This is an optimization exercise on Yosys and OpenROAD, whose aim is small area, not a production implementation. Only simulation tests tie the RTL to the original design; equivalence was not proved. No driver is modelled on the clock port, so clocking that relies on it looks cheaper here than on a real chip.

==> wip/willow: inputs <==
Design boron_top, start of the top module:
module boron_top (clk, plain_txt, key_in, cipher_txt, select, count1, reset);
==> flow/config.mk <==
export PLATFORM = sky130hd
export DESIGN_NAME = boron_top
export DESIGN_NICKNAME = boron_top
export VERILOG_FILES = /design/flow/design.v
export SDC_FILE = /design/flow/constraint.sdc
export NUM_CORES = 4
export LEC_CHECK = 0
export CAP_MARGIN = 20
export CORE_MARGIN = 2
export CORE_UTILIZATION = 70
export SLEW_MARGIN = 20
export SYNTH_HIERARCHICAL = 1
==> flow/constraint.sdc <==
create_clock -name core_clock -period 5.0 [get_ports {clk}]
set_input_delay 1.0000 -clock core_clock [delete_from_list [all_inputs] [get_ports {clk}]]
set_output_delay 1.0000 -clock core_clock [all_outputs]
set_load 0.01 [all_outputs]
standard.sh (not shown) runs the stock make flow with config.mk's settings and CLKGATE_MAP_FILE= SYNTH_SCRIPT=/design/flow/synth_recipe.tcl, a recipe that flattens the netlist after the stock synthesis.
==> flow/flow/run.sh <==
#!/bin/bash
# Own layout flow: the standard synthesis, then the standard ORFS steps with
# smaller port buffers, synthesis buffers removed, every cell first downsized to
# its smallest drive strength, and a clock tree of small buffers.
set -euo pipefail
cd "$(dirname "$0")/.."
F=$PWD/flow
bash standard.sh synth > synth.log 2>&1
bash standard.sh \
  REMOVE_ABC_BUFFERS=1 \
  POST_FLOORPLAN_TCL=$F/post_floorplan.tcl \
  BUFFER_PORTS_ARGS="-buffer_cell sky130_fd_sc_hd__buf_1" \
  CTS_ARGS="-sink_clustering_enable -repair_clock_nets -dont_use_dummy_load -buf_list sky130_fd_sc_hd__clkbuf_8" \
  finish > layout.log 2>&1
==> flow/flow/downsize.tcl <==
proc my_downsize_all {} {
  set dont_use {}
  if { [info exists ::env(DONT_USE_CELLS)] } { set dont_use $::env(DONT_USE_CELLS) }
  set best [dict create]
  set n 0
  set saved 0.0
  foreach inst [get_cells *] {
    set lc [get_lib_cells -of_objects $inst]
    set name [get_name $lc]
    if { ![regexp {^(sky130_fd_sc_hd__[a-z0-9]+)_[0-9]+$} $name -> fam] } { continue }
    if { [string match "*df*" $fam] || [string match "*tap*" $fam] || [string match "*conb*" $fam] } { continue }
    if { ![dict exists $best $fam] } {
      set bc ""
      set ba 1e9
      foreach c [get_lib_cells ${fam}_*] {
        set cn [get_name $c]
        if { ![regexp "^${fam}_\[0-9\]+\$" $cn] } { continue }
        if { [lsearch -exact $dont_use $cn] >= 0 } { continue }
        set a [get_property $c area]
        if { $a < $ba } { set ba $a; set bc $cn }
      }
      dict set best $fam [list $bc $ba]
    }
    lassign [dict get $best $fam] bc ba
    if { $bc ne "" && $bc ne $name } {
      set a0 [get_property $lc area]
      if { $ba < $a0 } {
        replace_cell $inst $bc
        incr n
        set saved [expr { $saved + $a0 - $ba }]
      }
    }
  }
  puts "my_downsize_all: resized $n cells, saved $saved um^2"
}
my_downsize_all
==> flow/flow/post_floorplan.tcl <==
source [file join [file dirname [info script]] downsize.tcl]
==> wip/indigo: changes against wip/willow <==
Settings changed: CORE_UTILIZATION 70 to 55.
==> wip/sierra: changes against wip/willow <==
--- a/flow/flow/run.sh
+++ b/flow/flow/run.sh
@@ -12,3 +12,3 @@
   BUFFER_PORTS_ARGS="-buffer_cell sky130_fd_sc_hd__buf_1" \
-  CTS_ARGS="-sink_clustering_enable -repair_clock_nets -dont_use_dummy_load -buf_list sky130_fd_sc_hd__clkbuf_8" \
+  CTS_ARGS="-sink_clustering_enable -repair_clock_nets -dont_use_dummy_load -buf_list {sky130_fd_sc_hd__clkbuf_4 sky130_fd_sc_hd__clkbuf_8}" \
   finish > layout.log 2>&1
==> qor summary <==
                                                           wip/willow      wip/indigo      wip/sierra
Area growth from synthesis to layout                            6.95%           7.58%           6.95%
Actual transition at the worst max-transition pin            0.908 ns        0.883 ns        0.908 ns
Tap cell instance count                                           172             220             172
Worst Hold Endpoint                                           key[90]        key[114]         key[90]
Post-detailed-routing wire length                            22600 um        23800 um        22600 um
Proportion of cell area occupied by multi-input gates           0.426           0.423           0.426
Status                                                 finished clean  finished clean  finished clean
Longest individual stage delay on the worst path              0.47 ns         0.76 ns         0.47 ns
Termination of the worst setup path                    cipher_txt[32]      state_n[6]  cipher_txt[32]
X dimension of the die                                         118 um          133 um          118 um
Launch point of the worst hold path                           key[77]        key[101]         key[77]
Hold slack final                                             0.452 ns        0.445 ns        0.452 ns
Max Fclk                                                      407 MHz         380 MHz         407 MHz
Worst Path Max Fanout                                               5             115               5
Final-layout clock-cell area share                             0.0239          0.0237          0.0239
Buffers & Inverters on Critical Path                                1               3               1
Grt met3 use                                                   0.0946          0.0602          0.0946
Met3 wirelength from detailed routing                         2050 um         1520 um         2050 um
Critical path startpoint category                                flop   primary input            flop


==> job 8632: inputs <==
Another version of the RTL of boron_top (not shown whole).
clock: 5.0 ns
lec_check: 0
cap_margin: 20
core_margin: 2
core_utilization: 70
slew_margin: 20
synth_hierarchical: 1
==> flow/flow/run.sh <==
#!/bin/bash
# Own layout flow: the standard synthesis, then the standard ORFS steps with
# smaller port buffers, synthesis buffers removed, every cell first downsized to
# its smallest drive strength, and a clock tree of small buffers.
set -euo pipefail
cd "$(dirname "$0")/.."
F=$PWD/flow
bash standard.sh synth > synth.log 2>&1
bash standard.sh \
  REMOVE_ABC_BUFFERS=1 \
  POST_FLOORPLAN_TCL=$F/post_floorplan.tcl \
  BUFFER_PORTS_ARGS="-buffer_cell sky130_fd_sc_hd__buf_1" \
  CTS_ARGS="-sink_clustering_enable -repair_clock_nets -dont_use_dummy_load -buf_list sky130_fd_sc_hd__clkbuf_8" \
  finish > layout.log 2>&1
Scripts as last shown in full above: flow/flow/downsize.tcl, flow/flow/post_floorplan.tcl
==> inputs of job 9082, as changes to job 8632 <==
==> flow/flow/run.sh (replaced) <==
#!/bin/bash
# Own layout flow: the standard synthesis, then the standard ORFS steps with
# smaller port buffers, synthesis buffers removed, every cell first downsized to
# its smallest drive strength, and a clock tree of small buffers,
# shrunk after CTS while the flip-flop clock slew stays low.
set -euo pipefail
cd "$(dirname "$0")/.."
F=$PWD/flow
bash standard.sh synth > synth.log 2>&1
bash standard.sh \
  REMOVE_ABC_BUFFERS=1 \
  POST_FLOORPLAN_TCL=$F/post_floorplan.tcl \
  POST_CTS_TCL=$F/post_cts.tcl \
  BUFFER_PORTS_ARGS="-buffer_cell sky130_fd_sc_hd__buf_1" \
  CTS_ARGS="-sink_clustering_enable -repair_clock_nets -dont_use_dummy_load -buf_list sky130_fd_sc_hd__clkbuf_8" \
  finish > layout.log 2>&1
==> flow/flow/post_cts.tcl (new file) <==
proc my_max_clk_slew {} {
  set m 0.0
  foreach p [get_pins -hierarchical */CLK] {
    set s [get_property $p slew_max]
    if { $s > $m } { set m $s }
  }
  return $m
}
proc my_shrink_clock_buffers { limit } {
  estimate_parasitics -placement
  puts "my_shrink_clock_buffers: start max clk slew [my_max_clk_slew]"
  foreach to {sky130_fd_sc_hd__clkbuf_4 sky130_fd_sc_hd__clkbuf_2} {
    foreach inst [get_cells *] {
      set from [get_name [get_lib_cells -of_objects $inst]]
      if { ![string match sky130_fd_sc_hd__clkbuf_* $from] } { continue }
      if { $from eq $to } { continue }
      if { [get_property [get_lib_cells $from] area] <= [get_property [get_lib_cells $to] area] } { continue }
      replace_cell $inst $to
      estimate_parasitics -placement
      if { [my_max_clk_slew] > $limit } {
        replace_cell $inst $from
        estimate_parasitics -placement
      } else {
        puts "my_shrink_clock_buffers: [get_name $inst] $from -> $to"
      }
    }
  }
  puts "my_shrink_clock_buffers: end max clk slew [my_max_clk_slew]"
}
my_shrink_clock_buffers 0.105
==> run_results.csv <==
group,metric,value,unit
status,status,"timing/DRC/antenna clean",
layout,fin_area,9716,µm²
timing,min_period,2.593,ns
worst_setup_path,regToRegSetupSlack,2.74,ns
grt,antenna_found_initial,0,
timing,finClkSkew,0.03154,ns
That was job 8632.
==> run_results.csv <==
group,metric,value,unit
synth,synthFlopType,"dfxtp_1",
die,num_rows,41,
placement,dpl_cell_area,9482,µm²
synth,netlist_instances,920,
status,firstError,"[ERROR STA-2204] get_property NULL is not an object.",
status,status,"aborted with a tool error",
status,flow.stopped_at,"clock tree synthesis",
synth,synth_top_family_by_area,"compound AO/OA/AOI/OAI gates",
die,io_pins,264,
synth,ys_seq_elements,197,
That was job 9082.


==> amber: inputs <==
boron_top, a different RTL version from the one above (not shown whole).
==> flow/config.mk <==
export PLATFORM = sky130hd
export DESIGN_NAME = boron_top
export DESIGN_NICKNAME = boron_top
export VERILOG_FILES = /design/flow/design.v
export SDC_FILE = /design/flow/constraint.sdc
export NUM_CORES = 4
export LEC_CHECK = 0
export CAP_MARGIN = 20
export CORE_MARGIN = 2
export CORE_UTILIZATION = 70
export SLEW_MARGIN = 20
export SYNTH_HIERARCHICAL = 1
==> flow/constraint.sdc <==
create_clock -name core_clock -period 5.0 [get_ports {clk}]
set_input_delay 1.0000 -clock core_clock [delete_from_list [all_inputs] [get_ports {clk}]]
set_output_delay 1.0000 -clock core_clock [all_outputs]
set_load 0.01 [all_outputs]
==> flow/flow/run.sh <==
#!/bin/bash
# Own layout flow: the standard synthesis, then the standard ORFS steps with
# smaller port buffers, synthesis buffers removed, every cell first downsized to
# its smallest drive strength, and a clock tree of small buffers,
# shrunk after CTS while the flip-flop clock slew stays low.
set -euo pipefail
cd "$(dirname "$0")/.."
F=$PWD/flow
bash standard.sh synth > synth.log 2>&1
bash standard.sh \
  REMOVE_ABC_BUFFERS=1 \
  POST_FLOORPLAN_TCL=$F/post_floorplan.tcl \
  POST_CTS_TCL=$F/post_cts.tcl \
  BUFFER_PORTS_ARGS="-buffer_cell sky130_fd_sc_hd__buf_1" \
  CTS_ARGS="-sink_clustering_enable -repair_clock_nets -dont_use_dummy_load -buf_list sky130_fd_sc_hd__clkbuf_8" \
  finish > layout.log 2>&1
==> flow/flow/post_cts.tcl <==
proc my_max_clk_slew {} {
  set m 0.0
  foreach p [get_pins -hierarchical */CLK] {
    set s [get_property $p slew_max]
    if { $s > $m } { set m $s }
  }
  return $m
}
proc my_shrink_clock_buffers { limit } {
  estimate_parasitics -placement
  puts "my_shrink_clock_buffers: start max clk slew [my_max_clk_slew]"
  foreach to {sky130_fd_sc_hd__clkbuf_4 sky130_fd_sc_hd__clkbuf_2} {
    foreach inst [get_cells *] {
      # only the buffers CTS made (named clkbuf_*), not port or repair buffers
      if { ![string match clkbuf_* [get_name $inst]] } { continue }
      set from [get_property $inst ref_name]
      if { ![string match sky130_fd_sc_hd__clkbuf_* $from] } { continue }
      if { $from eq $to } { continue }
      if { [get_property [get_lib_cells $from] area] <= [get_property [get_lib_cells $to] area] } { continue }
      replace_cell $inst $to
      estimate_parasitics -placement
      if { [my_max_clk_slew] > $limit } {
        replace_cell $inst $from
        estimate_parasitics -placement
      } else {
        puts "my_shrink_clock_buffers: [get_name $inst] $from -> $to"
      }
    }
  }
  puts "my_shrink_clock_buffers: end max clk slew [my_max_clk_slew]"
}
my_shrink_clock_buffers 0.125
Scripts as last shown in full above: flow/flow/downsize.tcl, flow/flow/post_floorplan.tcl
==> yarrow: changes against amber <==
--- a/flow/flow/post_cts.tcl
+++ b/flow/flow/post_cts.tcl
@@ -26,7 +26,7 @@
         puts "my_shrink_clock_buffers: [get_name $inst] $from -> $to"
       }
     }
   }
   puts "my_shrink_clock_buffers: end max clk slew [my_max_clk_slew]"
 }
-my_shrink_clock_buffers 0.125
+my_shrink_clock_buffers 0.118
==> harbor: changes against amber <==
--- a/flow/design.v
+++ b/flow/design.v
@@ -1,25 +1,26 @@
 module sbox_s (x, y);
   input [3:0] x;
   output [3:0] y;
-  wire n4, n5, n7, n15, n17, n23, n24, n25, n29, n32, n33;
-  c_xnor2 g4 (.A(x[0]), .B(x[2]), .Y(n4));
-  c_o2bb2ai g5 (.A1_N(x[0]), .A2_N(n4), .B1(x[1]), .B2(n4), .Y(n5));
-  c_nor2 g7 (.A(x[3]), .B(x[0]), .Y(n7));
-  c_xor2 g15 (.A(n7), .B(x[1]), .X(n15));
-  c_xnor2 g17 (.A(n4), .B(n15), .Y(n17));
-  c_a21oi g23 (.A1(x[3]), .A2(x[0]), .B1(n7), .Y(n23));
-  c_nand2 g24 (.A(x[2]), .B(n15), .Y(n24));
-  c_o21ai g25 (.A1(n15), .A2(x[2]), .B1(n23), .Y(n25));
-  c_xnor2 g29 (.A(n25), .B(n5), .Y(n29));
-  c_o31ai g32 (.A1(x[2]), .A2(n15), .A3(n23), .B1(n25), .Y(n32));
-  c_o21ai g33 (.A1(n23), .A2(x[2]), .B1(n24), .Y(n33));
-  assign y[0] = n17;
-  assign y[1] = n33;
-  assign y[2] = n32;
-  assign y[3] = n29;
+  wire n4, n5, n6, n8, n9, n10, n13, n14, n17, n20, n22, n30;
+  c_nand2 g4 (.A(x[3]), .B(x[3]), .Y(n4));
+  c_nand2 g5 (.A(x[0]), .B(x[3]), .Y(n5));
+  c_nor2 g6 (.A(x[2]), .B(x[2]), .Y(n6));
+  c_xor2 g8 (.A(x[1]), .B(n5), .X(n8));
+  c_o21ai g9 (.A1(x[0]), .A2(x[3]), .B1(n5), .Y(n9));
+  c_o22ai g10 (.A1(n6), .A2(n9), .B1(n8), .B2(x[2]), .Y(n10));
+  c_a22oi g13 (.A1(x[2]), .A2(n4), .B1(x[3]), .B2(n6), .Y(n13));
+  c_nor2 g14 (.A(n8), .B(n6), .Y(n14));
+  c_a22oi g17 (.A1(n13), .A2(x[0]), .B1(x[2]), .B2(n9), .Y(n17));
+  c_xor2 g20 (.A(n13), .B(n8), .X(n20));
+  c_o22ai g22 (.A1(n4), .A2(n8), .B1(n17), .B2(n14), .Y(n22));
+  c_o22ai g30 (.A1(n14), .A2(n9), .B1(n17), .B2(n8), .Y(n30));
+  assign y[0] = n20;
+  assign y[1] = n30;
+  assign y[2] = n10;
+  assign y[3] = n22;
 endmodule
 module sbox_k (x, y);
   input [3:0] x;
   output [3:0] y;
   wire n4, n5, n6, n7, n8, n12, n13, n14, n16, n19, n22, n30;
   c_xor2 g4 (.A(x[0]), .B(x[3]), .X(n4));
@@ -51,12 +52,20 @@
 input A2;
 input B1;
 input B2;
 output X;
 assign X = (B1&B2) | (A1&A2);
 endmodule
+module c_a22oi (A1, A2, B1, B2, Y);
+input A1;
+input A2;
+input B1;
+input B2;
+output Y;
+assign Y = (~A1&~B1) | (~A1&~B2) | (~A2&~B1) | (~A2&~B2);
+endmodule
 module c_clkinv (A, Y);
 input A;
 output Y;
 assign Y = (~A);
 endmodule
 module c_nand2 (A, B, Y);
@@ -113,28 +122,12 @@
 input A2;
 input B1;
 input B2;
 output Y;
 assign Y = (~B1&~B2) | (~A1&~A2);
 endmodule
-module c_o2bb2ai (A1_N, A2_N, B1, B2, Y);
-input A1_N;
-input A2_N;
-input B1;
-input B2;
-output Y;
-assign Y = (~B1&~B2) | (A1_N&A2_N);
-endmodule
-module c_o31ai (A1, A2, A3, B1, Y);
-input A1;
-input A2;
-input A3;
-input B1;
-output Y;
-assign Y = (~A1&~A2&~A3) | (~B1);
-endmodule
 module c_xnor2 (A, B, Y);
 input A;
 input B;
 output Y;
 assign Y = (~A&~B) | (A&B);
 endmodule
@@ -264,103 +257,103 @@
 sbox_s u_sb10 (.x(si[43:40]), .y(so[43:40]));
 sbox_s u_sb11 (.x(si[47:44]), .y(so[47:44]));
 sbox_s u_sb12 (.x(si[51:48]), .y(so[51:48]));
 sbox_s u_sb13 (.x(si[55:52]), .y(so[55:52]));
 sbox_s u_sb14 (.x(si[59:56]), .y(so[59:56]));
 sbox_s u_sb15 (.x(si[63:60]), .y(so[63:60]));
-c_xnor2 u_t1_0 (.A(so[33]), .B(so[7]), .Y(t1[0]));
-c_xor2 u_t2_0 (.A(so[63]), .B(so[20]), .X(t2[0]));
+c_xor2 u_t1_0 (.A(so[33]), .B(so[7]), .X(t1[0]));
+c_xnor2 u_t2_0 (.A(so[63]), .B(so[20]), .Y(t2[0]));
 c_xnor2 u_x63_0 (.A(so[63]), .B(t1[0]), .Y(x[48]));
 assign x[32] = t1[0];
 assign x[16] = t2[0];
 c_xnor2 u_x15_0 (.A(t2[0]), .B(so[7]), .Y(x[0]));
-c_xor2 u_t1_1 (.A(so[34]), .B(so[8]), .X(t1[1]));
+c_xnor2 u_t1_1 (.A(so[34]), .B(so[8]), .Y(t1[1]));
 c_xnor2 u_t2_1 (.A(so[48]), .B(so[21]), .Y(t2[1]));
-c_xnor2 u_x63_1 (.A(so[48]), .B(t1[1]), .Y(x[49]));
+c_xor2 u_x63_1 (.A(so[48]), .B(t1[1]), .X(x[49]));
 assign x[33] = t1[1];
 assign x[17] = t2[1];
-c_xnor2 u_x15_1 (.A(t2[1]), .B(so[8]), .Y(x[1]));
-c_xnor2 u_t1_2 (.A(so[35]), .B(so[9]), .Y(t1[2]));
-c_xnor2 u_t2_2 (.A(so[49]), .B(so[22]), .Y(t2[2]));
-c_xor2 u_x63_2 (.A(so[49]), .B(t1[2]), .X(x[50]));
+c_xor2 u_x15_1 (.A(t2[1]), .B(so[8]), .X(x[1]));
+c_xor2 u_t1_2 (.A(so[35]), .B(so[9]), .X(t1[2]));
+c_xor2 u_t2_2 (.A(so[49]), .B(so[22]), .X(t2[2]));
+c_xnor2 u_x63_2 (.A(so[49]), .B(t1[2]), .Y(x[50]));
 assign x[34] = t1[2];
 assign x[18] = t2[2];
-c_xor2 u_x15_2 (.A(t2[2]), .B(so[9]), .X(x[2]));
-c_xor2 u_t1_3 (.A(so[36]), .B(so[10]), .X(t1[3]));
+c_xnor2 u_x15_2 (.A(t2[2]), .B(so[9]), .Y(x[2]));
+c_xnor2 u_t1_3 (.A(so[36]), .B(so[10]), .Y(t1[3]));
 c_xor2 u_t2_3 (.A(so[50]), .B(so[23]), .X(t2[3]));
 c_xnor2 u_x63_3 (.A(so[50]), .B(t1[3]), .Y(x[51]));
 assign x[35] = t1[3];
 assign x[19] = t2[3];
 c_xnor2 u_x15_3 (.A(t2[3]), .B(so[10]), .Y(x[3]));
-c_xnor2 u_t1_4 (.A(so[37]), .B(so[11]), .Y(t1[4]));
-c_xor2 u_t2_4 (.A(so[51]), .B(so[24]), .X(t2[4]));
+c_xor2 u_t1_4 (.A(so[37]), .B(so[11]), .X(t1[4]));
+c_xnor2 u_t2_4 (.A(so[51]), .B(so[24]), .Y(t2[4]));
 c_xnor2 u_x63_4 (.A(so[51]), .B(t1[4]), .Y(x[52]));
 assign x[36] = t1[4];
 assign x[20] = t2[4];
 c_xnor2 u_x15_4 (.A(t2[4]), .B(so[11]), .Y(x[4]));
-c_xor2 u_t1_5 (.A(so[38]), .B(so[12]), .X(t1[5]));
+c_xnor2 u_t1_5 (.A(so[38]), .B(so[12]), .Y(t1[5]));
 c_xnor2 u_t2_5 (.A(so[52]), .B(so[25]), .Y(t2[5]));
-c_xnor2 u_x63_5 (.A(so[52]), .B(t1[5]), .Y(x[53]));
+c_xor2 u_x63_5 (.A(so[52]), .B(t1[5]), .X(x[53]));
 assign x[37] = t1[5];
 assign x[21] = t2[5];
-c_xnor2 u_x15_5 (.A(t2[5]), .B(so[12]), .Y(x[5]));
-c_xnor2 u_t1_6 (.A(so[39]), .B(so[13]), .Y(t1[6]));
-c_xnor2 u_t2_6 (.A(so[53]), .B(so[26]), .Y(t2[6]));
-c_xor2 u_x63_6 (.A(so[53]), .B(t1[6]), .X(x[54]));
+c_xor2 u_x15_5 (.A(t2[5]), .B(so[12]), .X(x[5]));
+c_xor2 u_t1_6 (.A(so[39]), .B(so[13]), .X(t1[6]));
+c_xor2 u_t2_6 (.A(so[53]), .B(so[26]), .X(t2[6]));
+c_xnor2 u_x63_6 (.A(so[53]), .B(t1[6]), .Y(x[54]));
 assign x[38] = t1[6];
 assign x[22] = t2[6];
-c_xor2 u_x15_6 (.A(t2[6]), .B(so[13]), .X(x[6]));
-c_xor2 u_t1_7 (.A(so[40]), .B(so[14]), .X(t1[7]));
+c_xnor2 u_x15_6 (.A(t2[6]), .B(so[13]), .Y(x[6]));
+c_xnor2 u_t1_7 (.A(so[40]), .B(so[14]), .Y(t1[7]));
 c_xor2 u_t2_7 (.A(so[54]), .B(so[27]), .X(t2[7]));
 c_xnor2 u_x63_7 (.A(so[54]), .B(t1[7]), .Y(x[55]));
 assign x[39] = t1[7];
 assign x[23] = t2[7];
 c_xnor2 u_x15_7 (.A(t2[7]), .B(so[14]), .Y(x[7]));
-c_xnor2 u_t1_8 (.A(so[41]), .B(so[15]), .Y(t1[8]));
-c_xor2 u_t2_8 (.A(so[55]), .B(so[28]), .X(t2[8]));
+c_xor2 u_t1_8 (.A(so[41]), .B(so[15]), .X(t1[8]));
+c_xnor2 u_t2_8 (.A(so[55]), .B(so[28]), .Y(t2[8]));
 c_xnor2 u_x63_8 (.A(so[55]), .B(t1[8]), .Y(x[56]));
 assign x[40] = t1[8];
 assign x[24] = t2[8];
 c_xnor2 u_x15_8 (.A(t2[8]), .B(so[15]), .Y(x[8]));
-c_xor2 u_t1_9 (.A(so[42]), .B(so[0]), .X(t1[9]));
+c_xnor2 u_t1_9 (.A(so[42]), .B(so[0]), .Y(t1[9]));
 c_xnor2 u_t2_9 (.A(so[56]), .B(so[29]), .Y(t2[9]));
-c_xnor2 u_x63_9 (.A(so[56]), .B(t1[9]), .Y(x[57]));
+c_xor2 u_x63_9 (.A(so[56]), .B(t1[9]), .X(x[57]));
 assign x[41] = t1[9];
 assign x[25] = t2[9];
-c_xnor2 u_x15_9 (.A(t2[9]), .B(so[0]), .Y(x[9]));
-c_xnor2 u_t1_10 (.A(so[43]), .B(so[1]), .Y(t1[10]));
-c_xnor2 u_t2_10 (.A(so[57]), .B(so[30]), .Y(t2[10]));
-c_xor2 u_x63_10 (.A(so[57]), .B(t1[10]), .X(x[58]));
+c_xor2 u_x15_9 (.A(t2[9]), .B(so[0]), .X(x[9]));
+c_xor2 u_t1_10 (.A(so[43]), .B(so[1]), .X(t1[10]));
+c_xor2 u_t2_10 (.A(so[57]), .B(so[30]), .X(t2[10]));
+c_xnor2 u_x63_10 (.A(so[57]), .B(t1[10]), .Y(x[58]));
 assign x[42] = t1[10];
 assign x[26] = t2[10];
-c_xor2 u_x15_10 (.A(t2[10]), .B(so[1]), .X(x[10]));
-c_xor2 u_t1_11 (.A(so[44]), .B(so[2]), .X(t1[11]));
+c_xnor2 u_x15_10 (.A(t2[10]), .B(so[1]), .Y(x[10]));
+c_xnor2 u_t1_11 (.A(so[44]), .B(so[2]), .Y(t1[11]));
 c_xor2 u_t2_11 (.A(so[58]), .B(so[31]), .X(t2[11]));
 c_xnor2 u_x63_11 (.A(so[58]), .B(t1[11]), .Y(x[59]));
 assign x[43] = t1[11];
 assign x[27] = t2[11];
 c_xnor2 u_x15_11 (.A(t2[11]), .B(so[2]), .Y(x[11]));
-c_xnor2 u_t1_12 (.A(so[45]), .B(so[3]), .Y(t1[12]));
-c_xor2 u_t2_12 (.A(so[59]), .B(so[16]), .X(t2[12]));
+c_xor2 u_t1_12 (.A(so[45]), .B(so[3]), .X(t1[12]));
+c_xnor2 u_t2_12 (.A(so[59]), .B(so[16]), .Y(t2[12]));
 c_xnor2 u_x63_12 (.A(so[59]), .B(t1[12]), .Y(x[60]));
 assign x[44] = t1[12];
 assign x[28] = t2[12];
 c_xnor2 u_x15_12 (.A(t2[12]), .B(so[3]), .Y(x[12]));
-c_xor2 u_t1_13 (.A(so[46]), .B(so[4]), .X(t1[13]));
+c_xnor2 u_t1_13 (.A(so[46]), .B(so[4]), .Y(t1[13]));
 c_xnor2 u_t2_13 (.A(so[60]), .B(so[17]), .Y(t2[13]));
-c_xnor2 u_x63_13 (.A(so[60]), .B(t1[13]), .Y(x[61]));
+c_xor2 u_x63_13 (.A(so[60]), .B(t1[13]), .X(x[61]));
 assign x[45] = t1[13];
 assign x[29] = t2[13];
-c_xnor2 u_x15_13 (.A(t2[13]), .B(so[4]), .Y(x[13]));
-c_xnor2 u_t1_14 (.A(so[47]), .B(so[5]), .Y(t1[14]));
-c_xnor2 u_t2_14 (.A(so[61]), .B(so[18]), .Y(t2[14]));
-c_xor2 u_x63_14 (.A(so[61]), .B(t1[14]), .X(x[62]));
+c_xor2 u_x15_13 (.A(t2[13]), .B(so[4]), .X(x[13]));
+c_xor2 u_t1_14 (.A(so[47]), .B(so[5]), .X(t1[14]));
+c_xor2 u_t2_14 (.A(so[61]), .B(so[18]), .X(t2[14]));
+c_xnor2 u_x63_14 (.A(so[61]), .B(t1[14]), .Y(x[62]));
 assign x[46] = t1[14];
 assign x[30] = t2[14];
-c_xor2 u_x15_14 (.A(t2[14]), .B(so[5]), .X(x[14]));
-c_xor2 u_t1_15 (.A(so[32]), .B(so[6]), .X(t1[15]));
+c_xnor2 u_x15_14 (.A(t2[14]), .B(so[5]), .Y(x[14]));
+c_xnor2 u_t1_15 (.A(so[32]), .B(so[6]), .Y(t1[15]));
 c_xor2 u_t2_15 (.A(so[62]), .B(so[19]), .X(t2[15]));
 c_xnor2 u_x63_15 (.A(so[62]), .B(t1[15]), .Y(x[63]));
 assign x[47] = t1[15];
 assign x[31] = t2[15];
 c_xnor2 u_x15_15 (.A(t2[15]), .B(so[6]), .Y(x[15]));
 c_o22ai u_ms0 (.A1(select), .A2(x[0]), .B1(ns), .B2(plain_txt[0]), .Y(nstate_n[0]));
--- a/flow/flow/post_cts.tcl
+++ b/flow/flow/post_cts.tcl
@@ -26,7 +26,7 @@
         puts "my_shrink_clock_buffers: [get_name $inst] $from -> $to"
       }
     }
   }
   puts "my_shrink_clock_buffers: end max clk slew [my_max_clk_slew]"
 }
-my_shrink_clock_buffers 0.125
+my_shrink_clock_buffers 0.121
==> qor summary <==
	yarrow	harbor	amber
Wire length on met1	8810 um	8750 um	8700 um
Share of final layout cell area taken by non-clock buffers	10.8%	10.8%	10.8%
Multi-input gate share of the layout cell area	43.2%	43.1%	43.3%
Result of the run	timing/DRC/antenna clean	timing/DRC/antenna clean	timing/DRC/antenna clean
Max Fclk	0.346 GHz	0.372 GHz	0.376 GHz
Largest net degree at the start of global routing	121	143	121
Layout multi-input combinational cell count	537	553	537
Core Rows	41	40	41
Routed wire length	21100 um	22000 um	21000 um
Worst setup slack after layout	2110 ps	2310 ps	2340 ps
Final clock skew	38.8 ps	34.0 ps	42.9 ps
Count of placed standard cells in the final layout, fillers left out	1192	1204	1192
Wire length of the first global-routing pass	30800 um	33300 um	30800 um

## static timing again, ports no longer ideal
Ports are ideal in the flow. The routed layouts listed here were re-timed in OpenROAD.
Step 1: set_driving_cell puts a clkbuf_16 on clk and a buf_2 on each other input, an assumption about the parent block.
Step 2 times the ports against the registers' clock, not the clock port: input delays grow and output delays shrink by t, the midpoint of the rising clock arrivals with the driver on.
Three values: ideal, step 1, step 2; two values: the first two.
run | shift t [ns] | setup WS [ns] | hold WS [ns] | worst register clock-pin slew, ns
wip/willow | 0.482 | 2.543 / 2.505 / 2.109 | 0.452 / 0.452 / 0.452 | 0.10 / 0.10
wip/indigo | 0.485 | 2.370 / 2.391 / 1.906 | 0.445 / 0.445 / 0.445 | 0.10 / 0.10
wip/sierra | 0.482 | 2.543 / 2.505 / 2.109 | 0.452 / 0.452 / 0.452 | 0.10 / 0.10
job 8632 | 0.491 | 2.407 / 2.426 / 1.934 | 0.452 / 0.452 / 0.452 | 0.10 / 0.10
amber | 0.613 | 2.337 / 2.295 / 2.035 | 0.424 / 0.424 / 0.424 | 0.12 / 0.12
yarrow | 0.833 | 2.108 / 2.068 / 2.021 | 0.366 / 0.366 / 0.449 | 0.11 / 0.11
harbor | 0.605 | 2.308 / 2.288 / 1.744 | 0.451 / 0.451 / 0.451 | 0.12 / 0.12
After both steps setup and hold are still met in every run listed. The setup slack of harbor, which loses most, moves by -0.020 ns with the drivers and by -0.564 ns with both steps.
